Context: an optimization exercise on an open-source flow, tuned for small area and few clock cycles. The choices shown serve that exercise and are no tape-out recipe.
In this exercise RTL edits were held to simulation tests only and were not proved equivalent to the original.
Power is estimated from default activity; no workload was simulated.

File: design/flow/flow/run.sh
#!/bin/bash
# The standard layout, with one change: the port buffers are buf_2 cells
# (the standard flow picks a slow delay cell).
set -euo pipefail
export BUFFER_PORTS_ARGS="-buffer_cell sky130_fd_sc_hd__buf_2"
bash standard.sh > standard.log 2>&1
File: design/flow/standard.sh
#!/bin/bash
# synth_recipe.tcl (not shown) runs the flow's synth.tcl, then flattens the netlist and writes it again
# the make line also repeats each setting of config.mk as NAME=value (left out here)
make -C /OpenROAD-flow-scripts/flow DESIGN_CONFIG=/design/flow/config.mk WORK_HOME=/design/flow/orfs CLKGATE_MAP_FILE= SYNTH_SCRIPT=/design/flow/synth_recipe.tcl "${@:-finish}"
File: design/flow/config.mk
export PLATFORM = sky130hd
export DESIGN_NAME = mips_top
export DESIGN_NICKNAME = mips_top
export VERILOG_FILES = /design/flow/design.v
export SDC_FILE = /design/flow/constraint.sdc
export NUM_CORES = 4
export LEC_CHECK = 0
export CAP_MARGIN = 20
export CORE_MARGIN = 2
export CORE_UTILIZATION = 48
export CTS_BUF_LIST = sky130_fd_sc_hd__clkbuf_16
export CTS_CLUSTER_DIAMETER = 80
export CTS_CLUSTER_SIZE = 28
export GPL_TIMING_DRIVEN = 0
export PLACE_DENSITY = 0.62
export SLEW_MARGIN = 20
export SYNTH_HIERARCHICAL = 1
File: design/flow/constraint.sdc
create_clock -name core_clock -period 8.0 [get_ports {clk}]
set_input_delay 1.6000 -clock core_clock [delete_from_list [all_inputs] [get_ports {clk}]]
set_output_delay 1.6000 -clock core_clock [all_outputs]
set_load 0.01 [all_outputs]
File: design/flow/design.v
`timescale 1ns / 1ps
module nextpc(
	input         reset,
	input  [31:0] inst,
	input  [29:0] pc,
	input         eq,
	output [29:0] pcn);
	wire sJ, sT, sN, selH, selI, selD, selH2, selI2;
	wire cL, cB;
	wire [15:0] p4;
	wire [16:0] ic;
	assign ic[1] = pc[0];
	c_inv i0(pc[0], p4[0]);
	genvar i;
	generate
		for (i = 1; i < 16; i = i + 1) begin : inc_lo
			c_ha u(pc[i], ic[i], p4[i], ic[i+1]);
		end
	endgenerate
	assign cL = ic[16];
	wire [15:0] pb;
	pc_add16 ab(.a(pc[15:0]), .b(inst[15:0]), .s(pb), .cout(cB));
	wire [13:0] h = pc[29:16];
	wire [13:0] hi, hd;
	wire [14:0] hc;
	assign hc[1] = h[0];
	c_inv i1(h[0], hi[0]);
	generate
		for (i = 1; i < 14; i = i + 1) begin : inc_hi
			c_ha u(h[i], hc[i], hi[i], hc[i+1]);
		end
	endgenerate
	pc_dec14 dc(.h(h), .d(hd));
	nextpc_ctl ctl(.reset(reset), .inst(inst), .eq(eq), .cL(cL), .cB(cB),
		.sJ(sJ), .sT(sT), .sN(sN), .selH(selH), .selI(selI), .selD(selD),
		.selH2(selH2), .selI2(selI2));
	generate
		for (i = 0; i < 30; i = i + 1) begin : nb
			wire x, y;
			if (i < 16) begin : lo
				c_a222oi m(sJ, inst[i], sT, pb[i], sN, p4[i], x);
				c_inv    o(x, pcn[i]);
			end else if (i < 26) begin : mid
				c_a222oi m(h[i-16], selH, hi[i-16], selI, hd[i-16], selD, x);
				c_nand2  n(inst[i], sJ, y);
				c_nand2  o(x, y, pcn[i]);
			end else begin : top
				c_a222oi m(h[i-16], selH2, hi[i-16], selI2, hd[i-16], selD, x);
				c_inv    o(x, pcn[i]);
			end
		end
	endgenerate
endmodule
module nextpc_ctl(
	input  reset,
	input  [31:0] inst,
	input  eq, cL, cB,
	output sJ, sT, sN, selH, selI, selD, selH2, selI2);
	wire [5:0] op = inst[31:26];
	wire s    = inst[15];
	wire isJ  = (op == 6'b000010);
	wire take = (op == 6'b000100) & eq;
	assign sJ = isJ & ~reset;
	assign sT = take & ~reset;
	assign sN = ~isJ & ~take & ~reset;
	wire   sNJ = ~take & ~reset;
	assign selH  = (sN & ~cL) | (sT & (cB == s));
	assign selI  = (sN & cL)  | (sT & cB & ~s);
	assign selD  = sT & ~cB & s;
	assign selH2 = (sNJ & ~cL) | (sT & (cB == s));
	assign selI2 = (sNJ & cL)  | (sT & cB & ~s);
endmodule
module pc_dec14(input [13:0] h, output [13:0] d);
	wire [14:0] bw;    
	wire [14:0] bwn;
	c_inv i0(h[0], d[0]);
	assign bw[1] = d[0];
	genvar i;
	generate
		for (i = 1; i < 14; i = i + 1) begin : st
			if (i % 2 == 1) begin : p
				c_xor2   x(h[i], bw[i], d[i]);
				c_nand2b n(h[i], bw[i], bwn[i+1]);
			end else begin : n
				c_xnor2  x(h[i], bwn[i], d[i]);
				c_nor2   n(bwn[i], h[i], bw[i+1]);
			end
		end
	endgenerate
endmodule
`timescale 1ns / 1ps
module exec(
	input         reset,
	input  [31:0] inst,
	input  [31:0] a,
	input  [31:0] b,
	input  [31:0] rdata,
	output [31:0] addr,
	output        eq,
	output [31:0] wd,
	output [15:0] wen);
	wire en, sub, subn, s_sum, s_ld, s_lt, s_aon, s_orn;
	exec_ctl ctl(.reset(reset), .inst(inst), .en(en), .sub(sub), .subn(subn),
		.s_sum(s_sum), .s_ld(s_ld), .s_lt(s_lt), .s_aon(s_aon), .s_orn(s_orn),
		.wen(wen));
	wire [31:0] t;
	wire        th;
	c_a21o th_(inst[31], inst[15], sub, th);
	wire [31:0] k;
	genvar i;
	generate
		for (i = 0; i < 32; i = i + 1) begin : kb
			wire bn;
			if (i < 16) begin : lo
				c_a21o  t_(inst[31], inst[i], sub, t[i]);
			end else begin : hi
				assign t[i] = th;
			end
			c_nand2 g(b[i], en, bn);
			c_xnor2 x(bn, t[i], k[i]);
		end
	endgenerate
	wire [31:0] sum = addr;
	wire [31:0] pn, gn;
	wire        cout;
	alu_add add(.a(a), .k(k), .cin(sub), .cinn(subn), .sum(addr), .pn(pn), .gn(gn), .cout(cout));
	exec_eq cmp(.pn(pn), .eq(eq));
	generate
		for (i = 0; i < 32; i = i + 1) begin : rb
			wire x;
			if (i == 0) begin : b0
				exec_r0 m(s_aon, gn[0], s_orn, pn[0], s_lt, cout, x);
			end else begin : bn
				c_o22ai m(s_aon, gn[i], s_orn, pn[i], x);
			end
			c_a221o o(s_ld, rdata[i], s_sum, sum[i], x, wd[i]);
		end
	endgenerate
endmodule
module exec_r0(input s_aon, gn, s_orn, pn, s_lt, cout, output y);
	assign y = ~((s_aon | gn) & (s_orn | pn)) | (s_lt & ~cout);
endmodule
module exec_eq(input [31:0] pn, output eq);
	assign eq = &pn;
endmodule
module exec_ctl(
	input         reset,
	input  [31:0] inst,
	output        en, sub, subn, s_sum, s_ld, s_lt, s_aon, s_orn,
	output [15:0] wen);
	wire [5:0] op = inst[31:26];
	wire [3:0] fn = inst[3:0];
	wire isR  = (op == 6'b000000);
	wire isLW = (op == 6'b100011);
	wire r    = isR & ~reset;
	assign en    = ~op[5];
	assign sub   = ~op[5] & ~op[2] & fn[1];
	assign subn  = ~sub;
	assign s_sum = r & (fn[3:2] == 2'b00) & ~fn[0];
	assign s_ld  = isLW & ~reset;
	assign s_lt  = r & (fn == 4'b1010);
	assign s_aon = ~(r & (fn[3:1] == 3'b010));
	assign s_orn = ~(r & (fn == 4'b0101));
	wire [3:0] lo, hi;
	exec_wpre pre(.inst(inst), .isR(isR), .isLW(isLW), .lo(lo), .hi(hi));
	genvar i, j;
	generate
		for (i = 0; i < 4; i = i + 1) begin : h_
			for (j = 0; j < 4; j = j + 1) begin : l_
				c_a21o g(hi[i], lo[j], reset, wen[4*i + j]);
			end
		end
	endgenerate
endmodule
module exec_wpre(input [31:0] inst, input isR, isLW, output [3:0] lo, hi);
	wire       we   = isR | isLW;
	wire [3:0] wreg = isR ? inst[14:11] : inst[19:16];
	assign lo = {4{we}} & (4'd1 << wreg[1:0]);
	assign hi = 4'd1 << wreg[3:2];
endmodule
`timescale 1ns / 1ps
module alu_add(input [31:0] a, input [31:0] k, input cin, input cinn,
	output [31:0] sum, output [31:0] pn, output [31:0] gn, output cout);
	wire n65;
	wire n66;
	wire n67;
	wire n68;
	wire n69;
	wire n70;
	wire n71;
	wire n72;
	wire n73;
	wire n74;
	wire n75;
	wire n76;
	wire n77;
	wire n78;
	wire n79;
	wire n80;
	wire n81;
	wire n82;
	wire n83;
	wire n84;
	wire n85;
	wire n86;
	wire n87;
	wire n88;
	wire n89;
	wire n90;
	wire n91;
	wire n92;
	wire n93;
	wire n94;
	wire n95;
	wire n96;
	wire n97;
	wire n98;
	wire n99;
	wire n100;
	wire n101;
	wire n102;
	wire n103;
	wire n104;
	wire n105;
	wire n106;
	wire n107;
	wire n108;
	wire n109;
	wire n110;
	wire n111;
	wire n112;
	wire n113;
	wire n114;
	wire n115;
	wire n116;
	wire n117;
	wire n118;
	wire n119;
	wire n120;
	wire n121;
	wire n122;
	wire n123;
	wire n124;
	wire n125;
	wire n126;
	wire n127;
	wire n128;
	wire n129;
	wire n130;
	wire n131;
	wire n132;
	wire n133;
	wire n134;
	wire n135;
	wire n136;
	wire n137;
	wire n138;
	wire n139;
	wire n140;
	wire n141;
	wire n142;
	wire n143;
	wire n144;
	wire n145;
	wire n146;
	wire n147;
	wire n148;
	wire n149;
	wire n150;
	wire n151;
	wire n152;
	wire n153;
	wire n154;
	wire n155;
	wire n156;
	wire n157;
	wire n158;
	wire n159;
	wire n160;
	wire n161;
	wire n162;
	wire n163;
	wire n164;
	c_xnor2 u1(a[0], k[0], pn[0]);
	c_nand2 u2(a[0], k[0], gn[0]);
	c_xnor2 u3(a[1], k[1], pn[1]);
	c_nand2 u4(a[1], k[1], gn[1]);
	c_xnor2 u5(a[2], k[2], pn[2]);
	c_nand2 u6(a[2], k[2], gn[2]);
	c_xnor2 u7(a[3], k[3], pn[3]);
	c_nand2 u8(a[3], k[3], gn[3]);
	c_xnor2 u9(a[4], k[4], pn[4]);
	c_nand2 u10(a[4], k[4], gn[4]);
	c_xnor2 u11(a[5], k[5], pn[5]);
	c_nand2 u12(a[5], k[5], gn[5]);
	c_xnor2 u13(a[6], k[6], pn[6]);
	c_nand2 u14(a[6], k[6], gn[6]);
	c_xnor2 u15(a[7], k[7], pn[7]);
	c_nand2 u16(a[7], k[7], gn[7]);
	c_xnor2 u17(a[8], k[8], pn[8]);
	c_nand2 u18(a[8], k[8], gn[8]);
	c_xnor2 u19(a[9], k[9], pn[9]);
	c_nand2 u20(a[9], k[9], gn[9]);
	c_xnor2 u21(a[10], k[10], pn[10]);
	c_nand2 u22(a[10], k[10], gn[10]);
	c_xnor2 u23(a[11], k[11], pn[11]);
	c_nand2 u24(a[11], k[11], gn[11]);
	c_xnor2 u25(a[12], k[12], pn[12]);
	c_nand2 u26(a[12], k[12], gn[12]);
	c_xnor2 u27(a[13], k[13], pn[13]);
	c_nand2 u28(a[13], k[13], gn[13]);
	c_xnor2 u29(a[14], k[14], pn[14]);
	c_nand2 u30(a[14], k[14], gn[14]);
	c_xnor2 u31(a[15], k[15], pn[15]);
	c_nand2 u32(a[15], k[15], gn[15]);
	c_xnor2 u33(a[16], k[16], pn[16]);
	c_nand2 u34(a[16], k[16], gn[16]);
	c_xnor2 u35(a[17], k[17], pn[17]);
	c_nand2 u36(a[17], k[17], gn[17]);
	c_xnor2 u37(a[18], k[18], pn[18]);
	c_nand2 u38(a[18], k[18], gn[18]);
	c_xnor2 u39(a[19], k[19], pn[19]);
	c_nand2 u40(a[19], k[19], gn[19]);
	c_xnor2 u41(a[20], k[20], pn[20]);
	c_nand2 u42(a[20], k[20], gn[20]);
	c_xnor2 u43(a[21], k[21], pn[21]);
	c_nand2 u44(a[21], k[21], gn[21]);
	c_xnor2 u45(a[22], k[22], pn[22]);
	c_nand2 u46(a[22], k[22], gn[22]);
	c_xnor2 u47(a[23], k[23], pn[23]);
	c_nand2 u48(a[23], k[23], gn[23]);
	c_xnor2 u49(a[24], k[24], pn[24]);
	c_nand2 u50(a[24], k[24], gn[24]);
	c_xnor2 u51(a[25], k[25], pn[25]);
	c_nand2 u52(a[25], k[25], gn[25]);
	c_xnor2 u53(a[26], k[26], pn[26]);
	c_nand2 u54(a[26], k[26], gn[26]);
	c_xnor2 u55(a[27], k[27], pn[27]);
	c_nand2 u56(a[27], k[27], gn[27]);
	c_xnor2 u57(a[28], k[28], pn[28]);
	c_nand2 u58(a[28], k[28], gn[28]);
	c_xnor2 u59(a[29], k[29], pn[29]);
	c_nand2 u60(a[29], k[29], gn[29]);
	c_xnor2 u61(a[30], k[30], pn[30]);
	c_nand2 u62(a[30], k[30], gn[30]);
	c_xnor2 u63(a[31], k[31], pn[31]);
	c_nand2 u64(a[31], k[31], gn[31]);
	c_o21ai u65(pn[0], cinn, gn[0], n65);
	c_inv u66(pn[1], n66);
	c_a21boi u67(n66, n65, gn[1], n67);
	c_o21ai u68(pn[3], gn[2], gn[3], n68);
	c_nor2 u69(pn[3], pn[2], n69);
	c_o21ai u70(pn[5], gn[4], gn[5], n70);
	c_nor2 u71(pn[5], pn[4], n71);
	c_o21ai u72(pn[7], gn[6], gn[7], n72);
	c_nor2 u73(pn[7], pn[6], n73);
	c_o21ai u74(pn[9], gn[8], gn[9], n74);
	c_nor2 u75(pn[9], pn[8], n75);
	c_o21ai u76(pn[11], gn[10], gn[11], n76);
	c_nor2 u77(pn[11], pn[10], n77);
	c_o21ai u78(pn[13], gn[12], gn[13], n78);
	c_nor2 u79(pn[13], pn[12], n79);
	c_o21ai u80(pn[15], gn[14], gn[15], n80);
	c_nor2 u81(pn[15], pn[14], n81);
	c_o21ai u82(pn[17], gn[16], gn[17], n82);
	c_nor2 u83(pn[17], pn[16], n83);
	c_o21ai u84(pn[19], gn[18], gn[19], n84);
	c_nor2 u85(pn[19], pn[18], n85);
	c_o21ai u86(pn[21], gn[20], gn[21], n86);
	c_nor2 u87(pn[21], pn[20], n87);
	c_o21ai u88(pn[23], gn[22], gn[23], n88);
	c_nor2 u89(pn[23], pn[22], n89);
	c_o21ai u90(pn[25], gn[24], gn[25], n90);
	c_nor2 u91(pn[25], pn[24], n91);
	c_o21ai u92(pn[27], gn[26], gn[27], n92);
	c_nor2 u93(pn[27], pn[26], n93);
	c_o21ai u94(pn[29], gn[28], gn[29], n94);
	c_nor2 u95(pn[29], pn[28], n95);
	c_o21ai u96(pn[31], gn[30], gn[31], n96);
	c_nor2 u97(pn[31], pn[30], n97);
	c_inv u98(n69, n98);
	c_o21bai u99(n98, n67, n68, n99);
	c_a21oi u100(n73, n70, n72, n100);
	c_nand2 u101(n73, n71, n101);
	c_a21oi u102(n77, n74, n76, n102);
	c_nand2 u103(n77, n75, n103);
	c_a21oi u104(n81, n78, n80, n104);
	c_nand2 u105(n81, n79, n105);
	c_a21oi u106(n85, n82, n84, n106);
	c_nand2 u107(n85, n83, n107);
	c_a21oi u108(n89, n86, n88, n108);
	c_nand2 u109(n89, n87, n109);
	c_a21oi u110(n93, n90, n92, n110);
	c_nand2 u111(n93, n91, n111);
	c_a21oi u112(n97, n94, n96, n112);
	c_nand2 u113(n97, n95, n113);
	c_inv u114(n101, n114);
	c_a21boi u115(n114, n99, n100, n115);
	c_o21ai u116(n105, n102, n104, n116);
	c_nor2 u117(n105, n103, n117);
	c_o21ai u118(n109, n106, n108, n118);
	c_nor2 u119(n109, n107, n119);
	c_o21ai u120(n113, n110, n112, n120);
	c_nor2 u121(n113, n111, n121);
	c_inv u122(n117, n122);
	c_o21bai u123(n122, n115, n116, n123);
	c_a21oi u124(n121, n118, n120, n124);
	c_nand2 u125(n121, n119, n125);
	c_inv u126(n125, n126);
	c_a21boi u127(n126, n123, n124, n127);
	c_a21oi u128(n119, n123, n118, n128);
	c_o21ai u129(n103, n115, n102, n129);
	c_inv u130(n107, n130);
	c_a21boi u131(n130, n123, n106, n131);
	c_o21ai u132(n111, n128, n110, n132);
	c_a21oi u133(n71, n99, n70, n133);
	c_inv u134(n75, n134);
	c_o21bai u135(n134, n115, n74, n135);
	c_a21oi u136(n79, n129, n78, n136);
	c_a21oi u137(n83, n123, n82, n137);
	c_inv u138(n87, n138);
	c_o21bai u139(n138, n131, n86, n139);
	c_inv u140(n91, n140);
	c_o21bai u141(n140, n128, n90, n141);
	c_a21oi u142(n95, n132, n94, n142);
	c_o21ai u143(pn[2], n67, gn[2], n143);
	c_inv u144(pn[4], n144);
	c_a21boi u145(n144, n99, gn[4], n145);
	c_o21ai u146(pn[6], n133, gn[6], n146);
	c_o21ai u147(pn[8], n115, gn[8], n147);
	c_inv u148(pn[10], n148);
	c_a21boi u149(n148, n135, gn[10], n149);
	c_inv u150(pn[12], n150);
	c_a21boi u151(n150, n129, gn[12], n151);
	c_o21ai u152(pn[14], n136, gn[14], n152);
	c_inv u153(pn[16], n153);
	c_a21boi u154(n153, n123, gn[16], n154);
	c_o21ai u155(pn[18], n137, gn[18], n155);
	c_o21ai u156(pn[20], n131, gn[20], n156);
	c_inv u157(pn[22], n157);
	c_a21boi u158(n157, n139, gn[22], n158);
	c_o21ai u159(pn[24], n128, gn[24], n159);
	c_inv u160(pn[26], n160);
	c_a21boi u161(n160, n141, gn[26], n161);
	c_inv u162(pn[28], n162);
	c_a21boi u163(n162, n132, gn[28], n163);
	c_o21ai u164(pn[30], n142, gn[30], n164);
	c_xnor2 u165(pn[0], cin, sum[0]);
	c_xnor2 u166(pn[1], n65, sum[1]);
	c_xor2 u167(pn[2], n67, sum[2]);
	c_xnor2 u168(pn[3], n143, sum[3]);
	c_xnor2 u169(pn[4], n99, sum[4]);
	c_xor2 u170(pn[5], n145, sum[5]);
	c_xor2 u171(pn[6], n133, sum[6]);
	c_xnor2 u172(pn[7], n146, sum[7]);
	c_xor2 u173(pn[8], n115, sum[8]);
	c_xnor2 u174(pn[9], n147, sum[9]);
	c_xnor2 u175(pn[10], n135, sum[10]);
	c_xor2 u176(pn[11], n149, sum[11]);
	c_xnor2 u177(pn[12], n129, sum[12]);
	c_xor2 u178(pn[13], n151, sum[13]);
	c_xor2 u179(pn[14], n136, sum[14]);
	c_xnor2 u180(pn[15], n152, sum[15]);
	c_xnor2 u181(pn[16], n123, sum[16]);
	c_xor2 u182(pn[17], n154, sum[17]);
	c_xor2 u183(pn[18], n137, sum[18]);
	c_xnor2 u184(pn[19], n155, sum[19]);
	c_xor2 u185(pn[20], n131, sum[20]);
	c_xnor2 u186(pn[21], n156, sum[21]);
	c_xnor2 u187(pn[22], n139, sum[22]);
	c_xor2 u188(pn[23], n158, sum[23]);
	c_xor2 u189(pn[24], n128, sum[24]);
	c_xnor2 u190(pn[25], n159, sum[25]);
	c_xnor2 u191(pn[26], n141, sum[26]);
	c_xor2 u192(pn[27], n161, sum[27]);
	c_xnor2 u193(pn[28], n132, sum[28]);
	c_xor2 u194(pn[29], n163, sum[29]);
	c_xor2 u195(pn[30], n142, sum[30]);
	c_xnor2 u196(pn[31], n164, sum[31]);
	assign cout = ~n127;
endmodule
module pc_add16(input [15:0] a, input [15:0] b, output [15:0] s, output cout);
	wire n2;
	wire n3;
	wire n4;
	wire n5;
	wire n6;
	wire n7;
	wire n8;
	wire n9;
	wire n10;
	wire n11;
	wire n12;
	wire n13;
	wire n14;
	wire n15;
	wire n16;
	wire n17;
	wire n18;
	wire n19;
	wire n20;
	wire n21;
	wire n22;
	wire n23;
	wire n24;
	wire n25;
	wire n26;
	wire n27;
	wire n28;
	wire n29;
	wire n30;
	wire n31;
	wire n32;
	wire n33;
	wire n34;
	wire n35;
	wire n36;
	wire n37;
	wire n38;
	wire n39;
	wire n40;
	wire n41;
	wire n42;
	wire n43;
	wire n44;
	wire n45;
	wire n46;
	wire n47;
	wire n48;
	wire n49;
	wire n50;
	wire n51;
	wire n52;
	wire n53;
	wire n54;
	wire n55;
	wire n56;
	wire n57;
	c_xnor2 u1(a[0], b[0], s[0]);
	c_nand2 u2(a[0], b[0], n2);
	c_xnor2 u3(a[1], b[1], n3);
	c_nand2 u4(a[1], b[1], n4);
	c_xnor2 u5(a[2], b[2], n5);
	c_nand2 u6(a[2], b[2], n6);
	c_xnor2 u7(a[3], b[3], n7);
	c_nand2 u8(a[3], b[3], n8);
	c_xnor2 u9(a[4], b[4], n9);
	c_nand2 u10(a[4], b[4], n10);
	c_xnor2 u11(a[5], b[5], n11);
	c_nand2 u12(a[5], b[5], n12);
	c_xnor2 u13(a[6], b[6], n13);
	c_nand2 u14(a[6], b[6], n14);
	c_xnor2 u15(a[7], b[7], n15);
	c_nand2 u16(a[7], b[7], n16);
	c_xnor2 u17(a[8], b[8], n17);
	c_nand2 u18(a[8], b[8], n18);
	c_xnor2 u19(a[9], b[9], n19);
	c_nand2 u20(a[9], b[9], n20);
	c_xnor2 u21(a[10], b[10], n21);
	c_nand2 u22(a[10], b[10], n22);
	c_xnor2 u23(a[11], b[11], n23);
	c_nand2 u24(a[11], b[11], n24);
	c_xnor2 u25(a[12], b[12], n25);
	c_nand2 u26(a[12], b[12], n26);
	c_xnor2 u27(a[13], b[13], n27);
	c_nand2 u28(a[13], b[13], n28);
	c_xnor2 u29(a[14], b[14], n29);
	c_nand2 u30(a[14], b[14], n30);
	c_xnor2 u31(a[15], b[15], n31);
	c_nand2 u32(a[15], b[15], n32);
	c_or2 u33(a[0], b[0], n33);
	c_inv u34(n3, n34);
	c_a21boi u35(n34, n33, n4, n35);
	c_o21ai u36(n5, n35, n6, n36);
	c_inv u37(n7, n37);
	c_a21boi u38(n37, n36, n8, n38);
	c_o21ai u39(n9, n38, n10, n39);
	c_inv u40(n11, n40);
	c_a21boi u41(n40, n39, n12, n41);
	c_o21ai u42(n13, n41, n14, n42);
	c_inv u43(n15, n43);
	c_a21boi u44(n43, n42, n16, n44);
	c_o21ai u45(n17, n44, n18, n45);
	c_inv u46(n19, n46);
	c_a21boi u47(n46, n45, n20, n47);
	c_o21ai u48(n21, n47, n22, n48);
	c_inv u49(n23, n49);
	c_a21boi u50(n49, n48, n24, n50);
	c_o21ai u51(n25, n50, n26, n51);
	c_inv u52(n27, n52);
	c_a21boi u53(n52, n51, n28, n53);
	c_o21ai u54(n29, n53, n30, n54);
	c_inv u55(n31, n55);
	c_a21boi u56(n55, n54, n32, n56);
	c_inv u57(s[0], n57);
	c_xnor2 u58(n3, n33, s[1]);
	c_xor2 u59(n5, n35, s[2]);
	c_xnor2 u60(n7, n36, s[3]);
	c_xor2 u61(n9, n38, s[4]);
	c_xnor2 u62(n11, n39, s[5]);
	c_xor2 u63(n13, n41, s[6]);
	c_xnor2 u64(n15, n42, s[7]);
	c_xor2 u65(n17, n44, s[8]);
	c_xnor2 u66(n19, n45, s[9]);
	c_xor2 u67(n21, n47, s[10]);
	c_xnor2 u68(n23, n48, s[11]);
	c_xor2 u69(n25, n50, s[12]);
	c_xnor2 u70(n27, n51, s[13]);
	c_xor2 u71(n29, n53, s[14]);
	c_xnor2 u72(n31, n54, s[15]);
	assign cout = ~n56;
endmodule
`timescale 1ns / 1ps
module rf_sel16(input [15:0] d, input [15:0] s, output y);
	wire [5:0] n;
	c_a222oi g0(d[0],  s[0],  d[1],  s[1],  d[2],  s[2],  n[0]);
	c_a222oi g1(d[3],  s[3],  d[4],  s[4],  d[5],  s[5],  n[1]);
	c_a222oi g2(d[6],  s[6],  d[7],  s[7],  d[8],  s[8],  n[2]);
	c_a222oi g3(d[9],  s[9],  d[10], s[10], d[11], s[11], n[3]);
	c_a222oi g4(d[12], s[12], d[13], s[13], d[14], s[14], n[4]);
	c_nand2  g5(d[15], s[15], n[5]);
	rf_nand6 g6(n, y);
endmodule
module rf_nand6(input [5:0] a, output y);
	assign y = ~(&a);
endmodule
module rf_dec(input [3:0] s, output [15:0] oh0, output [15:0] oh1);
	wire [3:0] sn, lon, hin;
	c_inv n0(s[0], sn[0]);
	c_inv n1(s[1], sn[1]);
	c_inv n2(s[2], sn[2]);
	c_inv n3(s[3], sn[3]);
	c_nand2 l0(sn[1], sn[0], lon[0]);
	c_nand2 l1(sn[1], s[0],  lon[1]);
	c_nand2 l2(s[1],  sn[0], lon[2]);
	c_nand2 l3(s[1],  s[0],  lon[3]);
	c_nand2 h0(sn[3], sn[2], hin[0]);
	c_nand2 h1(sn[3], s[2],  hin[1]);
	c_nand2 h2(s[3],  sn[2], hin[2]);
	c_nand2 h3(s[3],  s[2],  hin[3]);
	genvar i, j;
	generate
		for (i = 0; i < 4; i = i + 1) begin : hi_
			for (j = 0; j < 4; j = j + 1) begin : lo_
				c_nor2 g0(hin[i], lon[j], oh0[4*i + j]);
				c_nor2 g1(hin[i], lon[j], oh1[4*i + j]);
			end
		end
	endgenerate
endmodule
module rf_read(input [3:0] sel, input [511:0] q, output [31:0] y);
	wire [15:0] oh0, oh1;
	rf_dec dec(.s(sel), .oh0(oh0), .oh1(oh1));
	genvar i, j;
	generate
		for (j = 0; j < 32; j = j + 1) begin : bit_
			wire [15:0] col;
			for (i = 0; i < 16; i = i + 1) begin : reg_
				assign col[i] = q[32*i + j];
			end
			rf_sel16 m(.d(col), .s(j < 16 ? oh0 : oh1), .y(y[j]));
		end
	endgenerate
endmodule
`timescale 1ns / 1ps
module c_inv   (input a, output y);                 assign y = ~a;                               endmodule
module c_nand2 (input a, b, output y);              assign y = ~(a & b);                         endmodule
module c_nand2b(input an, b, output y);             assign y = ~(~an & b);                       endmodule
module c_nor2  (input a, b, output y);              assign y = ~(a | b);                         endmodule
module c_or2   (input a, b, output y);              assign y = a | b;                            endmodule
module c_xor2  (input a, b, output y);              assign y = a ^ b;                            endmodule
module c_xnor2 (input a, b, output y);              assign y = ~(a ^ b);                         endmodule
module c_a21oi (input a1, a2, b1, output y);        assign y = ~((a1 & a2) | b1);                endmodule
module c_a21boi(input a1, a2, b1n, output y);       assign y = ~((a1 & a2) | ~b1n);              endmodule
module c_o21bai(input a1, a2, b1n, output y);       assign y = ~((a1 | a2) & ~b1n);              endmodule
module c_o21ai (input a1, a2, b1, output y);        assign y = ~((a1 | a2) & b1);                endmodule
module c_a21o  (input a1, a2, b1, output y);        assign y = (a1 & a2) | b1;                   endmodule
module c_o22ai (input a1, a2, b1, b2, output y);    assign y = ~((a1 | a2) & (b1 | b2));         endmodule
module c_a222oi(input a1, a2, b1, b2, c1, c2, output y);
	assign y = ~((a1 & a2) | (b1 & b2) | (c1 & c2));
endmodule
module c_a221o (input a1, a2, b1, b2, c1, output y);
	assign y = (a1 & a2) | (b1 & b2) | c1;
endmodule
module c_ha    (input a, b, output s, output c);    assign s = a ^ b; assign c = a & b;          endmodule
`timescale 1ns / 1ps
module mips_top(
    input         clk,
    input         reset,
    output [31:0] imem_addr,
    input  [31:0] imem_data,
    output [31:0] dmem_addr,
    output [31:0] dmem_wdata,
    output        dmem_we,
    input  [31:0] dmem_rdata
    );
	wire [31:0] inst = imem_data;
	reg  [31:2] pc;
	reg  [31:0] rf [0:15];
	wire [511:0] q;
	genvar gi;
	generate
		for (gi = 0; gi < 16; gi = gi + 1) begin : rfq
			assign q[32*gi +: 32] = rf[gi];
		end
	endgenerate
	wire [31:0] a, b;
	rf_read rda(.sel(inst[24:21]), .q(q), .y(a));
	rf_read rdb(.sel(inst[19:16]), .q(q), .y(b));
	wire [31:0] wd;
	wire [15:0] wen;
	wire [31:0] addr;
	wire        eq;
	exec ex(.reset(reset), .inst(inst), .a(a), .b(b), .rdata(dmem_rdata),
		.addr(addr), .eq(eq), .wd(wd), .wen(wen));
	integer k;
	always @(posedge clk)
		for (k = 0; k < 16; k = k + 1)
			if (wen[k]) begin
				rf[k][31:4] <= wd[31:4];
				rf[k][3:0]  <= wd[3:0] | ({4{reset}} & k[3:0]);
			end
	wire [29:0] pcn;
	nextpc np(.reset(reset), .inst(inst), .pc(pc), .eq(eq), .pcn(pcn));
	always @(posedge clk)
		pc <= pcn;
	assign imem_addr  = {pc, 2'b00};
	assign dmem_addr  = addr;
	assign dmem_wdata = b;
	assign dmem_we    = (inst[31:26] == 6'b101011) & ~reset;
endmodule
==> qor.csv, run 1 <==
metric,value,unit
net switching power figure,0.00175,W
number of buffers created by CTS,28,
fraction of layout cells with a size suffix above 1,21.1,%
First-pass DRT Iterations,10,
largest net degree at the start of global routing,33,
drt wl/cell,31.3,um
logic gate share of total power,17.5,%
worst flop-to-flop path startpoint,rf[12][16],
cell-internal power,0.00432,W
Boundary Pins,163,
initial antenna violation count,4,
portion of total power attributed to the clock network,28.8,%
Routability Congestion,0.944,
total routing resource utilization after global routing,31.2,%
FF-to-FF setup slack,2.70,ns
worst-case vdd ir drop,0.176,mV
power density over the cells,207,nW/um^2
count of yosys warnings during synthesis,8,
cells on worst reg2reg path,14,
Cells after DPL,2699,
sequential share of power,53.7,%
count of cells along the worst hold path,3,
most common flop cell mapped by yosys,sky130_fd_sc_hd__edfxtp_1,
cell types occupying the most area after synthesis,"sky130_fd_sc_hd__edfxtp_1, sky130_fd_sc_hd__a222oi_1, sky130_fd_sc_hd__xnor2_1",
leakage,10.3,nW
WL met3,12.4,mm
final hold slack,0.573,ns
run status,"complete, no violations",
via density per instance,7.31,
width of the die,233,um
CP startpoint kind,input pin,
clock net sink count,542,
Met1 Routed Length,32.8,mm
Max clock buf depth,3,
"most common cell after layout, fill and taps aside",sky130_fd_sc_hd__edfxtp_1,
Worst Max-Slew Pin Slew,1.04,ns
fraction of the cycle the final worst path needs,98.6,%
critical path start-end classification,input pin to primary output,
total via count in the routed design,20200,
number of port buffers,160,
Final Hold Violating Endpoints,0,
Mapped Area,25100,um^2
destination of the worst register-to-register timing path,pc[24],
Rel. slew slack,30.2,%
full die area,54200,um^2
number of endpoints failing setup at the final stage,0,
fraction of synthesized cell area taken by the top area cell type,61.2,%
total power of the final layout,0.00607,W
clock edge transition at the registers on the reported setup and hold paths,0.08,ns
count of filler cells inserted in the layout,4100,
worst-path maximum fanout,16,
data arrival time of the critical path,6.29,ns
via count of the first global-routing pass,19400,
Worst Skew,0.0268,ns
met2 wire len,38.1,mm
maximum clock frequency,0.127,GHz
final critical path time including I/O delays and setup,7.89,ns
clock tree root driver cell,sky130_fd_sc_hd__clkbuf_16,
filler-free cell count of the finished design,2763,
endpoint with the worst hold slack,pc[18],
DRC violation count after routing,0,
type of the most critical hold path,flip-flop to flip-flop,
clock tree from TritonCTS,yes,
global-route congestion overflow total,0,
switching fraction of total power,28.8,%
cts-stage hold buffer count,0,
number of rows in the core area,83,
floorplan die height,233,um
top layer in use,met5,
total detailed-routing wirelength,86.5,mm
post-detailed-placement half-perimeter wirelength,59.8,mm
clock latency reported for the late side of the worst-skew pair,0.62,ns
Crit. End Element,primary output,
number of instances in the synthesized netlist,1787,
"EDFF count, synth",512,
"commonest cells after routing, fill and taps aside","sky130_fd_sc_hd__edfxtp_1, sky130_fd_sc_hd__a222oi_1, sky130_fd_sc_hd__nand2_1",
sequential fraction of the synthesis area,63.6,%
required time worst endpoint,6.40,ns
antenna-violating nets left,0,
Core Region,51500,um^2
effective utilization at floorplan,48.8,%
Async SR Flop Fraction,0,%
DRC marker count from the first detailed-route iteration,4698,
Yosys cell types,48,
max-slew violation total from the final report,0,
Final Net Count,2155,
wire length of the first global-routing pass,125,mm
library cell with the largest summed area after synthesis,sky130_fd_sc_hd__edfxtp_1,
Synth Area per Inst,14.1,um^2
Clock H-tree levels,1,
count of state elements after synthesis,542,
number of maximum-capacitance violations,0,
setup repair after global routing missed its margin,false,
Area growth syn-to-layout,16.5,%
hold path startpoint,pc[18],
==> Yosys cell counts, types with 30 or more instances <==
| library cell | number |
|---|---|
| sky130_fd_sc_hd__inv_1 | 60 |
| sky130_fd_sc_hd__xor2_1 | 30 |
| sky130_fd_sc_hd__and4_1 | 64 |
| sky130_fd_sc_hd__edfxtp_1 | 512 |
| sky130_fd_sc_hd__a21o_1 | 34 |
| sky130_fd_sc_hd__xnor2_1 | 111 |
| sky130_fd_sc_hd__nand2_1 | 194 |
| sky130_fd_sc_hd__dfxtp_1 | 30 |
| sky130_fd_sc_hd__nand3_1 | 69 |
| sky130_fd_sc_hd__nor2_1 | 96 |
| sky130_fd_sc_hd__o21ai_1 | 37 |
| sky130_fd_sc_hd__a222oi_1 | 350 |
| sky130_fd_sc_hd__a221o_1 | 32 |
| sky130_fd_sc_hd__o22ai_1 | 31 |
==> worst max-delay path: stages <==
cell and delay (ns):
sky130_fd_sc_hd__buf_2 0.18, sky130_fd_sc_hd__inv_1 0.11, sky130_fd_sc_hd__nand2_1 0.36, sky130_fd_sc_hd__nor2_2 0.92, sky130_fd_sc_hd__a222oi_1 0.22, sky130_fd_sc_hd__nand3_1 0.17, sky130_fd_sc_hd__nand2_1 0.08, sky130_fd_sc_hd__xnor2_1 0.19
sky130_fd_sc_hd__xnor2_1 0.70, sky130_fd_sc_hd__o21ai_1 0.24, sky130_fd_sc_hd__a21oi_2 0.21, sky130_fd_sc_hd__o21ai_1 0.17, sky130_fd_sc_hd__a21oi_4 0.24, sky130_fd_sc_hd__o21ai_2 0.15, sky130_fd_sc_hd__a21oi_2 0.18, sky130_fd_sc_hd__o21ai_1 0.13
sky130_fd_sc_hd__xnor2_2 0.26, sky130_fd_sc_hd__buf_2 0.17
==> per-module statistics from Yosys, one instance, submodules excluded, excerpt <==
| module | cell area, um^2 | flip-flops and latches | copies in the design | cells |
|---|---|---|---|---|
| mips_top | 16000 | 542 | 1 | 552 |
| rf_nand6 | 13.8 | 0 | 64 | 2 |
| c_or2 | 6.26 | 0 | 1 | 1 |
| c_a21o | 7.51 | 0 | 33 | 1 |
| c_ha | 12.5 | 0 | 28 | 1 |
| c_nand2 | 3.75 | 0 | 187 | 1 |
| exec_wpre | 156 | 0 | 1 | 24 |
| c_o22ai | 6.26 | 0 | 31 | 1 |
| c_a21boi | 11.3 | 0 | 19 | 1 |
| nextpc_ctl | 163 | 0 | 1 | 24 |
| c_nand2b | 6.26 | 0 | 6 | 1 |
| pc_add16 | 3.75 | 0 | 1 | 1 |
==> sequential cells by signal, summed over array words and instances (netlist names) <==
name and count:
pc 30, rf 512
==> cell type report <==
class / instances / area (um^2) / area share (%)
flip-flops and latches: 542 / 16000 / 54.6
diodes: 4 / 10.0 / 0.0342
plain buffers: 7 / 52.6 / 0.180
repair buffers: 243 / 1910 / 6.53
clock buffers: 29 / 726 / 2.48
inverters: 60 / 225 / 0.770
well taps: 680 / 851 / 2.91
clock inverters: 19 / 255 / 0.872
multi-input cells: 1179 / 9260 / 31.6
==> cell families after synthesis <==
group | share of synthesized area (%)
compound gates | 19.6
xor+xnor | 4.91
fa+ha+maj | 1.39
buf+inv | 1.11
flops | 63.6
other cells | 0.0149
simple gates | 9.35
==> stage by stage <==
step	cell area, um^2	util [%]	TNS, ns	worst slack (ns)
after floorplan	25100	-	0	0.793
after global placement	26800	52.0	-256.64	-1.78
after detailed placement	28000	54.4	-31.73	-1.28
after CTS	29100	56.6	0	0.0153
after global routing	29300	56.8	0	0.00314
final	29300	56.8	0	0.112
==> worst max path at each step <==
| stage | from | to | slack (ns) | cells past startpoint |
|---|---|---|---|---|
| after CTS | imem_data[17] | dmem_addr[31] | 0.02 | 22 |
| final | imem_data[19] | dmem_addr[31] | 0.11 | 18 |
| after floorplan | imem_data[16] | dmem_addr[31] | 0.79 | 19 |
| after detailed placement | imem_data[17] | dmem_addr[31] | -1.28 | 21 |
| after global routing | imem_data[19] | dmem_addr[31] | 0.003 | 18 |
| after global placement | imem_data[17] | dmem_addr[31] | -1.78 | 21 |
==> what timing repair did <==
| item | CTS | global route |
|---|---|---|
| endpoints found under the setup margin | 19 | 6 |
| buffers inserted | 3 | 9 |
| gates resized for setup | 28 | 9 |
| pin swaps | 1 | 5 |
==> power by group through the flow <==
stage / Combinational (W) / Sequential, W / Clock (W)
global route: 0.00112 / 0.00327 / 0.00185
global placement: 0.000941 / 0.00332 / 0
CTS: 0.00102 / 0.00326 / 0.00176
detailed placement: 0.00100 / 0.00332 / 0
finish: 0.00106 / 0.00326 / 0.00175
floorplan: 0.000571 / 0.00331 / 0
==> layer usage <==
metal | GRT usage [%] | vias up
met1 | 43.2 | 9946
li1 | - | 8394
met3 | 8.58 | 214
met2 | 47.2 | 1627
met5 | 1.38 | -
met4 | 10.6 | 6
Testbench counts, summed over its fixed seeds: cycles 74,808.
==> inputs of run 2 (changes only) <==
--- a/design/flow/design.v
+++ b/design/flow/design.v
@@ -98,11 +98,12 @@
 	output [31:0] addr,
 	output        eq,
 	output [31:0] wd,
-	output [15:0] wen);
+	output [15:0] wen0,
+	output [15:0] wen1);
 	wire en, sub, subn, s_sum, s_ld, s_lt, s_aon, s_orn;
 	exec_ctl ctl(.reset(reset), .inst(inst), .en(en), .sub(sub), .subn(subn),
 		.s_sum(s_sum), .s_ld(s_ld), .s_lt(s_lt), .s_aon(s_aon), .s_orn(s_orn),
-		.wen(wen));
+		.wen0(wen0), .wen1(wen1));
 	wire [31:0] t;
 	wire        th;
 	c_a21o th_(inst[31], inst[15], sub, th);
@@ -147,7 +148,8 @@
 	input         reset,
 	input  [31:0] inst,
 	output        en, sub, subn, s_sum, s_ld, s_lt, s_aon, s_orn,
-	output [15:0] wen);
+	output [15:0] wen0,
+	output [15:0] wen1);
 	wire [5:0] op = inst[31:26];
 	wire [3:0] fn = inst[3:0];
 	wire isR  = (op == 6'b000000);
@@ -167,7 +169,8 @@
 	generate
 		for (i = 0; i < 4; i = i + 1) begin : h_
 			for (j = 0; j < 4; j = j + 1) begin : l_
-				c_a21o g(hi[i], lo[j], reset, wen[4*i + j]);
+				c_a21o g0(hi[i], lo[j], reset, wen0[4*i + j]);
+				c_a21o g1(hi[i], lo[j], reset, wen1[4*i + j]);
 			end
 		end
 	endgenerate
@@ -708,18 +711,22 @@
 	rf_read rda(.sel(inst[24:21]), .q(q), .y(a));
 	rf_read rdb(.sel(inst[19:16]), .q(q), .y(b));
 	wire [31:0] wd;
-	wire [15:0] wen;
+	wire [15:0] wen0, wen1;
 	wire [31:0] addr;
 	wire        eq;
 	exec ex(.reset(reset), .inst(inst), .a(a), .b(b), .rdata(dmem_rdata),
-		.addr(addr), .eq(eq), .wd(wd), .wen(wen));
+		.addr(addr), .eq(eq), .wd(wd), .wen0(wen0), .wen1(wen1));
 	integer k;
 	always @(posedge clk)
 		for (k = 0; k < 16; k = k + 1)
-			if (wen[k]) begin
-				rf[k][31:4] <= wd[31:4];
+		begin
+			if (wen0[k]) begin
+				rf[k][15:4] <= wd[15:4];
 				rf[k][3:0]  <= wd[3:0] | ({4{reset}} & k[3:0]);
 			end
+			if (wen1[k])
+				rf[k][31:16] <= wd[31:16];
+		end
 	wire [29:0] pcn;
 	nextpc np(.reset(reset), .inst(inst), .pc(pc), .eq(eq), .pcn(pcn));
 	always @(posedge clk)
==> run 2 against run 1 <==
Net effect: still clean on timing, DRC and antenna; first-iteration DRC count down 11%; critical path depth up 3; synthesized cell count up 0.78%; die area up 0.41%; non-clock buffer count down 31; register-to-register slack better by 0.15 ns; area after synthesis up 0.41%; design area down 1.2%; via count down 2.0%.
==> qor.csv, run 2 <==
metric,value,unit,change
run status,"complete, no violations",,unchanged
number of endpoints failing setup at the final stage,0,,unchanged
effective utilization at floorplan,48.3,%,was 48.8%
fraction of synthesized cell area taken by the top area cell type,60.9,%,was 61.2%
leakage,10.2,nW,was 10.3 nW
Final Net Count,2139,,was 2155
Final Hold Violating Endpoints,0,,unchanged
library cell with the largest summed area after synthesis,sky130_fd_sc_hd__edfxtp_1,,unchanged
maximum clock frequency,0.127,GHz,about the same
power density over the cells,209,nW/um^2,was 207 nW/um^2
count of cells along the worst hold path,3,,unchanged
sequential fraction of the synthesis area,63.3,%,was 63.6%
"Buf+Inv Stages, Crit Path",4,,was 3
number of instances in the synthesized netlist,1801,,was 1787
final hold slack,0.583,ns,was 0.573 ns
Max clock buf depth,3,,unchanged
wire length of the first global-routing pass,121,mm,was 125 mm
number of maximum-capacitance violations,0,,unchanged
type of the most critical hold path,flip-flop to flip-flop,,unchanged
Finished Cell Area,28900,um^2,was 29300 um^2
"EDFF count, synth",512,,unchanged
"flip-flop count of the largest register, all copies and words added",512,,unchanged
post-detailed-placement half-perimeter wirelength,58.6,mm,was 59.8 mm
clock edge transition at the registers on the reported setup and hold paths,0.08,ns,about the same
data arrival time of the critical path,6.25,ns,was 6.29 ns
cts-stage hold buffer count,0,,unchanged
"Cell Chain, Critical Path","buf_2, inv_1, nand2_4, nor2_4, buf_8, a222oi_1, and4_1, nand3_1, nand2_1, xnor2_1, xnor2_1, o21ai_1, a21oi_2, a21boi_4, o21bai_4, a21oi_2, o21ai_2, a21oi_2, o21ai_1, xnor2_1, buf_2",,"was buf_2, inv_1, nand2_1, nor2_2, a222oi_1, nand3_1, nand2_1, xnor2_1, xnor2_1, o21ai_1, a21oi_2, o21ai_1, a21oi_4, o21ai_2, a21oi_2, o21ai_1, xnor2_2, buf_2"
global-route congestion overflow total,0,,unchanged
cell types occupying the most area after synthesis,"sky130_fd_sc_hd__edfxtp_1, sky130_fd_sc_hd__a222oi_1, sky130_fd_sc_hd__xnor2_1",,unchanged
clock net sink count,542,,unchanged
max incr delay on CP,0.50,ns,was 0.92 ns
worst-case vdd ir drop,0.197,mV,was 0.176 mV
Yosys cell types,46,,was 48
via density per instance,7.20,,was 7.31
Util after Layout,55.3,%,was 56.8%
CP max stage cell,sky130_fd_sc_hd__xnor2_1,,was sky130_fd_sc_hd__nor2_2
clock tree from TritonCTS,yes,,unchanged
cells on worst reg2reg path,14,,unchanged
"most common cell after layout, fill and taps aside",sky130_fd_sc_hd__edfxtp_1,,unchanged
worst flop-to-flop path startpoint,rf[9][30],,was rf[12][16]
clock latency reported for the late side of the worst-skew pair,0.63,ns,was 0.62 ns
required time worst endpoint,6.40,ns,about the same
CP startpoint kind,input pin,,unchanged
critical path start-end classification,input pin to primary output,,unchanged
clock tree root driver cell,sky130_fd_sc_hd__clkbuf_16,,unchanged
full die area,54400,um^2,was 54200 um^2
Synth Area per Inst,14.0,um^2,was 14.1 um^2
registers with the most flip-flops,"rf: 512 flops, pc: 30 flops",,unchanged
max-slew violation total from the final report,0,,unchanged
Worst Max-Slew Pin Slew,1.20,ns,was 1.04 ns
Commonest cells post-synth,"sky130_fd_sc_hd__edfxtp_1, sky130_fd_sc_hd__a222oi_1, sky130_fd_sc_hd__nand2_1",,unchanged
antenna diode count,0,,was 4
hold path startpoint,pc[2],,was pc[18]
most common flop cell mapped by yosys,sky130_fd_sc_hd__edfxtp_1,,unchanged
placement-stage cell area,27700,um^2,was 28000 um^2
count of yosys warnings during synthesis,8,,unchanged
worst-path maximum fanout,10,,was 16
filler-free cell count of the finished design,2749,,was 2763
floorplan die height,233,um,about the same
destination of the worst register-to-register timing path,pc[19],,was pc[24]
count of state elements after synthesis,542,,unchanged
fraction of the cycle the final worst path needs,98.2,%,was 98.6%
width of the die,233,um,about the same
Routability Congestion,0.892,,was 0.944
FF-to-FF setup slack,2.85,ns,was 2.70 ns
endpoint with the worst hold slack,pc[2],,was pc[18]
Core Region,52200,um^2,was 51500 um^2
First-pass DRT Iterations,11,,was 10
Clock H-tree levels,1,,unchanged
antenna-violating nets left,0,,unchanged
via count of the first global-routing pass,19300,,was 19400
number of rows in the core area,84,,was 83
total routing resource utilization after global routing,30.2,%,was 31.2%
"commonest cells after routing, fill and taps aside","sky130_fd_sc_hd__edfxtp_1, sky130_fd_sc_hd__a222oi_1, sky130_fd_sc_hd__nand2_1",,unchanged
Area growth syn-to-layout,14.5,%,was 16.5%
library cell with the highest instance count after synthesis,sky130_fd_sc_hd__edfxtp_1,,unchanged
Cells after DPL,2702,,was 2699
Async SR Flop Fraction,0,%,unchanged
Rel. slew slack,19.6,%,was 30.2%
final critical path time including I/O delays and setup,7.85,ns,was 7.89 ns
drt wl/cell,30.8,um,was 31.3 um
Crit. End Element,primary output,,unchanged
fraction of layout cells with a size suffix above 1,19.2,%,was 21.1%
initial antenna violation count,0,,was 4
largest delay contributor family on the critical path,compound AO/OA/AOI/OAI gates,,unchanged
number of port buffers,160,,unchanged
Mapped Area,25200,um^2,was 25100 um^2
Worst Skew,0.0433,ns,was 0.0268 ns
Boundary Pins,163,,unchanged
register containing the most flip-flops in the final layout,rf,,unchanged
number of buffers created by CTS,29,,was 28
DRC violation count after routing,0,,unchanged
largest net degree at the start of global routing,41,,was 33
total via count in the routed design,19800,,was 20200
DRC marker count from the first detailed-route iteration,4179,,was 4698
total detailed-routing wirelength,84.7,mm,was 86.5 mm
run 2: changes by cell type in the layout (fill, tap and decap cells not counted), sizes merged, moves of 2 or more:
cell / delta
a21o: +16
buf: -31
clkinv: -4
diode: -4
inv: +4
nor2: -2
o32ai: +4
run 2: kinds of logic (layout without fill, tap and decap cells):
group | Yosys count | after routing | share of synthesized area (%)
compound gates | 551 | 551 | 20.0
flops | 542 | 542 | 63.3
simple gates | 470 | 470 | 9.27
xor+xnor | 141 | 141 | 4.89
buf+inv | 68 | 327 | 1.12
fa+ha+maj | 28 | 28 | 1.39
other cells | 1 | 2 | 0.0149
run 2: worst max-delay path by stage:
| stage | slack [ns] | endpoint | cells past startpoint | from |
|---|---|---|---|---|
| finish | 0.15 | dmem_addr[31] | 21 | imem_data[17] |
| global route | -0.01 | dmem_addr[31] | 21 | imem_data[17] |
| CTS | 0.04 | dmem_addr[31] | 22 | imem_data[17] |
| detailed placement | -0.89 | dmem_addr[31] | 21 | imem_data[17] |
| global placement | -1.67 | dmem_addr[31] | 21 | imem_data[17] |
| floorplan | 0.79 | dmem_addr[31] | 19 | imem_data[16] |
run 2: power by group:
part	total (W)	internal, W	switching, W	leakage, nW
combinational	0.00101	0.000329	0.000685	4.22
sequential	0.00326	0.00320	0.0000572	5.52
clock	0.00178	0.000777	0.00100	0.483
total	0.00605	0.00431	0.00174	10.2
run 2: per-module statistics from Yosys, one instance, submodules excluded, a selection:
module,cells,times used,area (um^2),flip-flops and latches
c_a21boi,1,19,11.3,0
c_a21o,1,49,7.51,0
c_a21oi,1,13,8.76,0
c_o21ai,1,36,5.00,0
c_o21bai,1,5,7.51,0
c_o22ai,1,31,6.26,0
c_or2,1,1,6.26,0
c_xor2,1,29,8.76,0
exec_ctl,19,1,110,0
pc_add16,1,1,3.75,0
pc_dec14,1,1,7.51,0
rf_nand6,2,64,13.8,0
run 2: final cells by class:
class / instances / area, um^2
repair buffers: 212 / 1400
well taps: 688 / 861
clock buffers: 29 / 726
multi-input cells: 1192 / 9390
plain buffers: 7 / 52.6
clock inverters: 18 / 279
fillers: 4179 / 23300
flip-flops and latches: 542 / 16000
inverters: 61 / 229
run 2: timing repair:
item	CTS	global route
setup endpoints to repair	16	6
gates resized for setup	28	13
setup buffers	0	0
run 2: tightest hold or removal path, stage by stage, from the launching register on:
cell                       delay (ns)
sky130_fd_sc_hd__dfxtp_1         0.35
sky130_fd_sc_hd__inv_1           0.07
sky130_fd_sc_hd__a222oi_1        0.08
sky130_fd_sc_hd__inv_1           0.05
run 2: metrics by stage:
| step | worst slack, ns | power (W) | setup TNS [ns] |
|---|---|---|---|
| after floorplan | 0.793 | 0.00388 | 0 |
| after global placement | -1.67 | 0.00425 | -150.20 |
| after detailed placement | -0.895 | 0.00429 | -7.57 |
| after CTS | 0.0354 | 0.00604 | 0 |
| after global routing | -0.0121 | 0.00624 | -0.0121 |
| final | 0.146 | 0.00605 | 0 |
run 2: layer usage:
layer	global-route usage, %	share of wire [%]
met5	0	0
met4	9.53	3.0
met3	8.18	14
met2	48.2	45
met1	40.1	37
Testbench counts of run 2, summed over its fixed seeds: cycles 74,808.
==> inputs of run 3 (changes only) <==
--- a/design/flow/config.mk
+++ b/design/flow/config.mk
@@ -13,5 +13,5 @@
 export CTS_CLUSTER_SIZE = 28
 export GPL_TIMING_DRIVEN = 0
 export PLACE_DENSITY = 0.62
-export SLEW_MARGIN = 20
+export SLEW_MARGIN = 0
 export SYNTH_HIERARCHICAL = 1
==> run 3 against run 2 <==
Net effect: largest power group unchanged; clock power down 4%; critical path type unchanged; worst setup slack improved by 0.017 ns; synthesized cell count unchanged; clock skew down 0.0092 ns; register-to-register slack got worse by 0.04 ns.
==> qor.csv, run 3 <==
metric,value,unit,change
sequential share of power,54.5,%,was 53.9%
via density per instance,7.22,,was 7.20
count of state elements after synthesis,542,,unchanged
max incr delay on CP,0.80,ns,was 0.50 ns
clock net sink count,542,,unchanged
worst-path maximum fanout,9,,was 10
clock tree from TritonCTS,yes,,unchanged
post-detailed-placement half-perimeter wirelength,57.6,mm,was 58.6 mm
initial antenna violation count,0,,unchanged
total via count in the routed design,19900,,was 19800
cell-internal power,0.00425,W,was 0.00431 W
drt wl/cell,30.8,um,about the same
clock tree root driver cell,sky130_fd_sc_hd__clkbuf_16,,unchanged
floorplan die height,233,um,unchanged
"commonest cells after routing, fill and taps aside","sky130_fd_sc_hd__edfxtp_1, sky130_fd_sc_hd__a222oi_1, sky130_fd_sc_hd__nand2_1",,unchanged
number of rows in the core area,84,,unchanged
Final Net Count,2149,,was 2139
DRC violation count after routing,0,,unchanged
run status,"complete, no violations",,unchanged
Worst Skew,0.0342,ns,was 0.0433 ns
type of the most critical hold path,flip-flop to flip-flop,,unchanged
total negative slack for setup checks,0,ns,unchanged
Rel. slew slack,26.5,%,was 19.6%
antenna-violating nets left,0,,unchanged
worst flop-to-flop path startpoint,rf[9][16],,was rf[9][30]
"Buf+Inv Stages, Crit Path",4,,unchanged
cells on worst reg2reg path,14,,unchanged
total detailed-routing wirelength,85.0,mm,was 84.7 mm
fraction of synthesized cell area taken by the top area cell type,60.9,%,unchanged
cell types occupying the most area after synthesis,"sky130_fd_sc_hd__edfxtp_1, sky130_fd_sc_hd__a222oi_1, sky130_fd_sc_hd__xnor2_1",,unchanged
Yosys cell types,46,,unchanged
final hold slack,0.575,ns,was 0.583 ns
wire length of the first global-routing pass,121,mm,about the same
"flip-flop count of the largest register, all copies and words added",512,,unchanged
Finished Cell Area,28800,um^2,was 28900 um^2
Crit. Startpoint,imem_data[17],,unchanged
leakage,10.2,nW,about the same
registers with the most flip-flops,"rf: 512 flops, pc: 30 flops",,unchanged
net switching power figure,0.00173,W,was 0.00174 W
CP startpoint kind,input pin,,unchanged
number of gates on the worst path with buffers counted,20,,was 21
clock edge transition at the registers on the reported setup and hold paths,0.10,ns,was 0.08 ns
clock latency reported for the late side of the worst-skew pair,0.62,ns,was 0.63 ns
Routability Congestion,0.892,,unchanged
fraction of layout cells with a size suffix above 1,18.6,%,was 19.2%
most common flop cell mapped by yosys,sky130_fd_sc_hd__edfxtp_1,,unchanged
library cell with the largest summed area after synthesis,sky130_fd_sc_hd__edfxtp_1,,unchanged
number of port buffers,160,,unchanged
final critical path time including I/O delays and setup,7.84,ns,was 7.85 ns
width of the die,233,um,unchanged
Worst Max-Slew Pin Slew,1.10,ns,was 1.20 ns
CP max stage cell,sky130_fd_sc_hd__nor2_1,,was sky130_fd_sc_hd__xnor2_1
Max clock buf depth,3,,unchanged
via count of the first global-routing pass,19300,,about the same
required time worst endpoint,6.40,ns,about the same
power density over the cells,207,nW/um^2,was 209 nW/um^2
data arrival time of the critical path,6.24,ns,was 6.25 ns
number of endpoints failing setup at the final stage,0,,unchanged
Commonest cells post-synth,"sky130_fd_sc_hd__edfxtp_1, sky130_fd_sc_hd__a222oi_1, sky130_fd_sc_hd__nand2_1",,unchanged
Boundary Pins,163,,unchanged
Final Hold Violating Endpoints,0,,unchanged
register containing the most flip-flops in the final layout,rf,,unchanged
Synth Area per Inst,14.0,um^2,unchanged
"Cell Chain, Critical Path","buf_2, inv_1, nand2_2, nor2_1, buf_6, a222oi_1, and4_1, nand3_1, nand2_1, xnor2_1, xnor2_1, nor2_1, nand2_1, nor2_1, a21oi_2, o21ai_2, a21oi_2, o21ai_1, xnor2_1, buf_2",,"was buf_2, inv_1, nand2_4, nor2_4, buf_8, a222oi_1, and4_1, nand3_1, nand2_1, xnor2_1, xnor2_1, o21ai_1, a21oi_2, a21boi_4, o21bai_4, a21oi_2, o21ai_2, a21oi_2, o21ai_1, xnor2_1, buf_2"
max-slew violation total from the final report,0,,unchanged
Crit. End Element,primary output,,unchanged
full die area,54400,um^2,unchanged
logic gate share of total power,17.0,%,was 16.8%
global-route congestion overflow total,0,,unchanged
library cell with the highest instance count after synthesis,sky130_fd_sc_hd__edfxtp_1,,unchanged
maximum clock frequency,0.128,GHz,was 0.127 GHz
switching fraction of total power,29.0,%,was 28.8%
largest net degree at the start of global routing,41,,unchanged
Core Region,52200,um^2,unchanged
portion of total power attributed to the clock network,28.5,%,was 29.4%
Mapped Area,25200,um^2,unchanged
FF-to-FF setup slack,2.81,ns,was 2.85 ns
fraction of the cycle the final worst path needs,98.0,%,was 98.2%
setup repair after global routing missed its margin,false,,
Async SR Flop Fraction,0,%,unchanged
count of yosys warnings during synthesis,8,,unchanged
total routing resource utilization after global routing,30.2,%,about the same
termination of the worst setup path,dmem_addr[31],,unchanged
number of buffers created by CTS,29,,unchanged
First-pass DRT Iterations,13,,was 11
effective utilization at floorplan,48.3,%,unchanged
Area growth syn-to-layout,14.3,%,was 14.5%
placement-stage cell area,27600,um^2,was 27700 um^2
destination of the worst register-to-register timing path,pc[18],,was pc[19]
number of instances in the synthesized netlist,1801,,unchanged
worst-case vdd ir drop,0.188,mV,was 0.197 mV
Clock H-tree levels,1,,unchanged
DRC marker count from the first detailed-route iteration,4046,,was 4179
"EDFF count, synth",512,,unchanged
critical path start-end classification,input pin to primary output,,unchanged
sequential fraction of the synthesis area,63.3,%,unchanged
"most common cell after layout, fill and taps aside",sky130_fd_sc_hd__edfxtp_1,,unchanged
largest delay contributor family on the critical path,simple AND/OR/NAND/NOR gates,,was compound AO/OA/AOI/OAI gates
number of maximum-capacitance violations,0,,unchanged
[run 3: worst reg2reg max path: stages (launching register included)]
cell,delay (ns)
sky130_fd_sc_hd__edfxtp_1,0.43
sky130_fd_sc_hd__a222oi_1,0.39
sky130_fd_sc_hd__and4_1,0.33
sky130_fd_sc_hd__nand3_1,0.17
sky130_fd_sc_hd__nand2_1,0.13
sky130_fd_sc_hd__xnor2_1,0.09
sky130_fd_sc_hd__xnor2_1,0.70
sky130_fd_sc_hd__nand4_1,0.21
sky130_fd_sc_hd__or4_1,0.60
sky130_fd_sc_hd__nor2_1,0.13
sky130_fd_sc_hd__nand3b_1,0.26
sky130_fd_sc_hd__or4b_1,0.57
sky130_fd_sc_hd__a31oi_1,0.74
sky130_fd_sc_hd__a222oi_1,0.26
sky130_fd_sc_hd__nand2_1,0.13
[run 3: layer usage]
metal / routed length, um / GRT usage [%]
met1: 33000 / 41.8
met2: 38900 / 48.0
met3: 10500 / 5.73
met4: 2630 / 10.1
met5: 0 / 0
[run 3: worst min-delay path by stage]
| stage | from | endpoint | slack (ns) | cells after the start |
|---|---|---|---|---|
| 6_report | pc[18] | pc[18] | 0.58 | 3 |
| 5_1_grt | pc[18] | pc[18] | 0.61 | 3 |
| 4_1_cts | pc[18] | pc[18] | 0.57 | 3 |
| 3_5_place_dp | pc[18] | pc[18] | 0.54 | 3 |
| 3_3_place_gp | pc[2] | pc[2] | 0.53 | 3 |
| 2_1_floorplan | pc[18] | pc[18] | 0.55 | 3 |
[run 3: timing repair]
action,in CTS,in global routing
setup buffers,9,0
endpoints found under the setup margin,17,5
hold buffers,0,0
pin swaps,3,0
resized for setup,25,19
[run 3: final cells by class]
type                            instances  area [um^2]
Antenna cell                            1         2.50
Buffer                                  7         52.6
Clock buffer                           29          726
Clock inverter                         18          221
Fill cell                            4226        23400
Inverter                               61          229
Multi-Input combinational cell       1192         9300
Sequential cell                       542        16000
Tap cell                              688          861
Timing Repair Buffer                  222         1480
[run 3: metrics by stage]
step | std cells | utilization, % | setup WS, ns | power (W)
after CTS | 2754 | 55.0 | 0.00591 | 0.00597
final | 2760 | 55.2 | 0.163 | 0.00598
after global placement | 2650 | 51.5 | -1.67 | 0.00425
after floorplan | 1802 | - | 0.793 | 0.00388
after global routing | 2759 | 55.2 | 0.00438 | 0.00617
after detailed placement | 2698 | 52.9 | -1.15 | 0.00429
[run 3: logic make-up (layout without fill, tap and decap cells)]
group / after synthesis / in the layout / synth area share [%]
AOI/OAI and AO/OA: 551 / 551 / 20.0
adders and majority gates: 28 / 28 / 1.39
DFF: 542 / 542 / 63.3
other: 1 / 3 / 0.0149
buffers and inverters: 68 / 337 / 1.12
xor gates and xnor gates: 141 / 141 / 4.89
and+or+nand+nor: 470 / 470 / 9.27
[run 3: power by group through the flow]
stage          clock network [W]  registers [W]  logic (W)
2_1_floorplan                  0        0.00330   0.000574
3_3_place_gp                   0        0.00331   0.000939
3_5_place_dp                   0        0.00332   0.000970
4_1_cts                  0.00172        0.00326   0.000985
5_1_grt                  0.00182        0.00327    0.00107
6_report                 0.00171        0.00326    0.00102
[run 3: Yosys stat by module (local to each module, per instance), excerpt]
module     copies in the design  cells
alu_add                       1      1
c_a221o                      32      1
c_o21bai                      5      1
c_xnor2                     111      1
exec_wpre                     1     22
mips_top                      1    552
pc_dec14                      1      1
==> inputs of run 4 (changes only) <==
--- a/design/flow/config.mk
+++ b/design/flow/config.mk
@@ -11,7 +11,7 @@
 export CTS_BUF_LIST = sky130_fd_sc_hd__clkbuf_16
 export CTS_CLUSTER_DIAMETER = 80
 export CTS_CLUSTER_SIZE = 28
-export GPL_TIMING_DRIVEN = 0
+export GPL_TIMING_DRIVEN = 1
 export PLACE_DENSITY = 0.62
 export SLEW_MARGIN = 0
 export SYNTH_HIERARCHICAL = 1
==> run 4 against run 3 <==
Net effect: first-iteration DRC count up 21%; sequential power about the same; fmax up 1.8%; non-clock buffer count up 27; cell count up 1.2%; highest routed layer is now met5; hold slack worse by 0.0028 ns; die area unchanged; synthesized cell count unchanged; power up 2.4%; largest power group unchanged; register-to-register slack worse by 0.33 ns; combinational power about the same; clock power up 8%.
==> qor.csv, run 4 <==
metric,value,unit,change
endpoint with the worst hold slack,pc[2],,was pc[18]
type of the most critical hold path,flip-flop to flip-flop,,unchanged
Final Hold Violating Endpoints,0,,unchanged
count of filler cells inserted in the layout,4231,,was 4226
DRC violation count after routing,0,,unchanged
number of buffers created by CTS,30,,was 29
number of endpoints failing setup at the final stage,0,,unchanged
global-route congestion overflow total,0,,unchanged
maximum clock frequency,0.130,GHz,was 0.128 GHz
count of state elements after synthesis,542,,unchanged
CP startpoint kind,input pin,,unchanged
First-pass DRT Iterations,11,,was 13
DRC marker count from the first detailed-route iteration,4887,,was 4046
Routability Congestion,0.946,,was 0.892
Commonest cells post-synth,"sky130_fd_sc_hd__edfxtp_1, sky130_fd_sc_hd__a222oi_1, sky130_fd_sc_hd__nand2_1",,unchanged
Cells after DPL,2738,,was 2698
leakage,10.4,nW,was 10.2 nW
clock net sink count,542,,unchanged
destination of the worst register-to-register timing path,pc[26],,was pc[18]
clock edge transition at the registers on the reported setup and hold paths,0.09,ns,was 0.10 ns
Max clock buf depth,3,,unchanged
power density over the cells,213,nW/um^2,was 207 nW/um^2
via count of the first global-routing pass,19100,,was 19300
fraction of synthesized cell area taken by the top area cell type,60.9,%,unchanged
count of cells along the worst hold path,3,,unchanged
run status,"complete, no violations",,unchanged
full die area,54400,um^2,unchanged
cell types occupying the most area after synthesis,"sky130_fd_sc_hd__edfxtp_1, sky130_fd_sc_hd__a222oi_1, sky130_fd_sc_hd__xnor2_1",,unchanged
cells on worst reg2reg path,14,,unchanged
"Cell Chain, Critical Path","buf_2, inv_1, nand2_1, nor2_2, buf_4, a222oi_1, and4_1, nand3_1, nand2_1, xnor2_1, xnor2_1, nor2_1, a21oi_2, o21ai_1, o21bai_1, buf_4, a21oi_2, o21ai_1, a21oi_2, o21ai_1, xnor2_1, buf_2",,"was buf_2, inv_1, nand2_2, nor2_1, buf_6, a222oi_1, and4_1, nand3_1, nand2_1, xnor2_1, xnor2_1, nor2_1, nand2_1, nor2_1, a21oi_2, o21ai_2, a21oi_2, o21ai_1, xnor2_1, buf_2"
worst flop-to-flop path startpoint,rf[12][30],,was rf[9][16]
hold path startpoint,pc[2],,was pc[18]
post-detailed-placement half-perimeter wirelength,57.2,mm,was 57.6 mm
initial antenna violation count,1,,was 0
run 4: cell counts after synthesis:
No cell type changed its count.
run 4: layout make-up:
class | count | area, um^2 | area share [%]
tap | 688 | 861 | 2.99
multi-input combinational | 1192 | 9080 | 31.6
sequential | 542 | 16000 | 55.5
clock buffer | 31 | 776 | 2.70
clock inverter | 21 | 324 | 1.13
timing repair buffer | 256 | 1530 | 5.30
antenna | 1 | 2.50 | 0.00870
inverter | 61 | 229 | 0.796
run 4: timing repair:
| action | 4_1_cts | 5_1_grt |
|---|---|---|
| resized for setup | 0 | 20 |
| buffers inserted | 0 | 0 |
| setup endpoints to repair | 0 | 9 |
| hold buffers | 0 | 0 |
run 4: cell families after synthesis:
logic type	share of synthesized area (%)
xor gates and xnor gates	4.89
other	0.0149
AOI/OAI and AO/OA	20.0
and+or+nand+nor	9.27
buffers and inverters	1.12
DFF	63.3
adders and majority gates	1.39
run 4: Yosys stat by module, one instance, submodules excluded, a selection:
module | cells inside | flops+latches | cell area [um^2]
exec_wpre | 22 | 0 | 140
exec_eq | 11 | 0 | 68.8
c_xor2 | 1 | 0 | 8.76
c_xnor2 | 1 | 0 | 8.76
c_o21bai | 1 | 0 | 7.51
pc_dec14 | 1 | 0 | 7.51
c_a21o | 1 | 0 | 7.51
c_nand2b | 1 | 0 | 6.26
c_o21ai | 1 | 0 | 5.00
alu_add | 1 | 0 | 3.75
c_nand2 | 1 | 0 | 3.75
run 4: how the worst max path moves through the flow:
stage	cells after the start	slack (ns)	from	endpoint
after floorplan	19	0.79	imem_data[16]	dmem_addr[31]
after global placement	22	0.13	imem_data[17]	dmem_addr[31]
after detailed placement	22	-0.007	imem_data[17]	dmem_addr[31]
after CTS	22	0.03	imem_data[17]	dmem_addr[31]
after global routing	22	0.02	imem_data[18]	dmem_addr[31]
final	22	0.30	imem_data[16]	dmem_addr[31]
run 4: tightest hold or removal path, delay by kind of cell (launching register included):
family | cells | cell delay (ns)
AOI/OAI and AO/OA | 1 | 0.07
DFF | 1 | 0.36
buffers and inverters | 2 | 0.12
run 4: power by group:
group / internal [W] / total [W] / switching, W
sequential: 0.00320 / 0.00326 / 0.0000613
clock: 0.000830 / 0.00185 / 0.00102
combinational: 0.000334 / 0.00101 / 0.000673
total: 0.00437 / 0.00612 / 0.00176
run 4: per-layer routing:
| layer | vias up | GRT usage [%] | share of wire [%] |
|---|---|---|---|
| met5 | - | 0 | 0.015 |
| met1 | 9892 | 43.1 | 39 |
| li1 | 8458 | - | - |
| met2 | 1617 | 46.5 | 44 |
| met4 | 2 | 10.1 | 2.8 |
| met3 | 169 | 7.25 | 14 |
run 4: metrics by stage:
step	utilization (%)	setup TNS [ns]	instance area, um^2	total power [W]	setup slack (ns)
floorplan	-	0	25200	0.00388	0.793
finish	55.1	0	28800	0.00612	0.300
CTS	54.9	0	28700	0.00612	0.0316
detailed placement	52.8	-0.00661	27600	0.00430	-0.00661
global placement	52.8	0	27600	0.00429	0.130
global route	55.1	0	28800	0.00632	0.0177

Re-timed with assumed drivers on the ports (clkbuf_16 on the clock, buf_2 on other inputs), run 4 has 0.267 ns of setup slack against 0.300 ns with ideal ports, and 0.267 ns once port delays also move by the mid clock arrival of 0.686 ns.
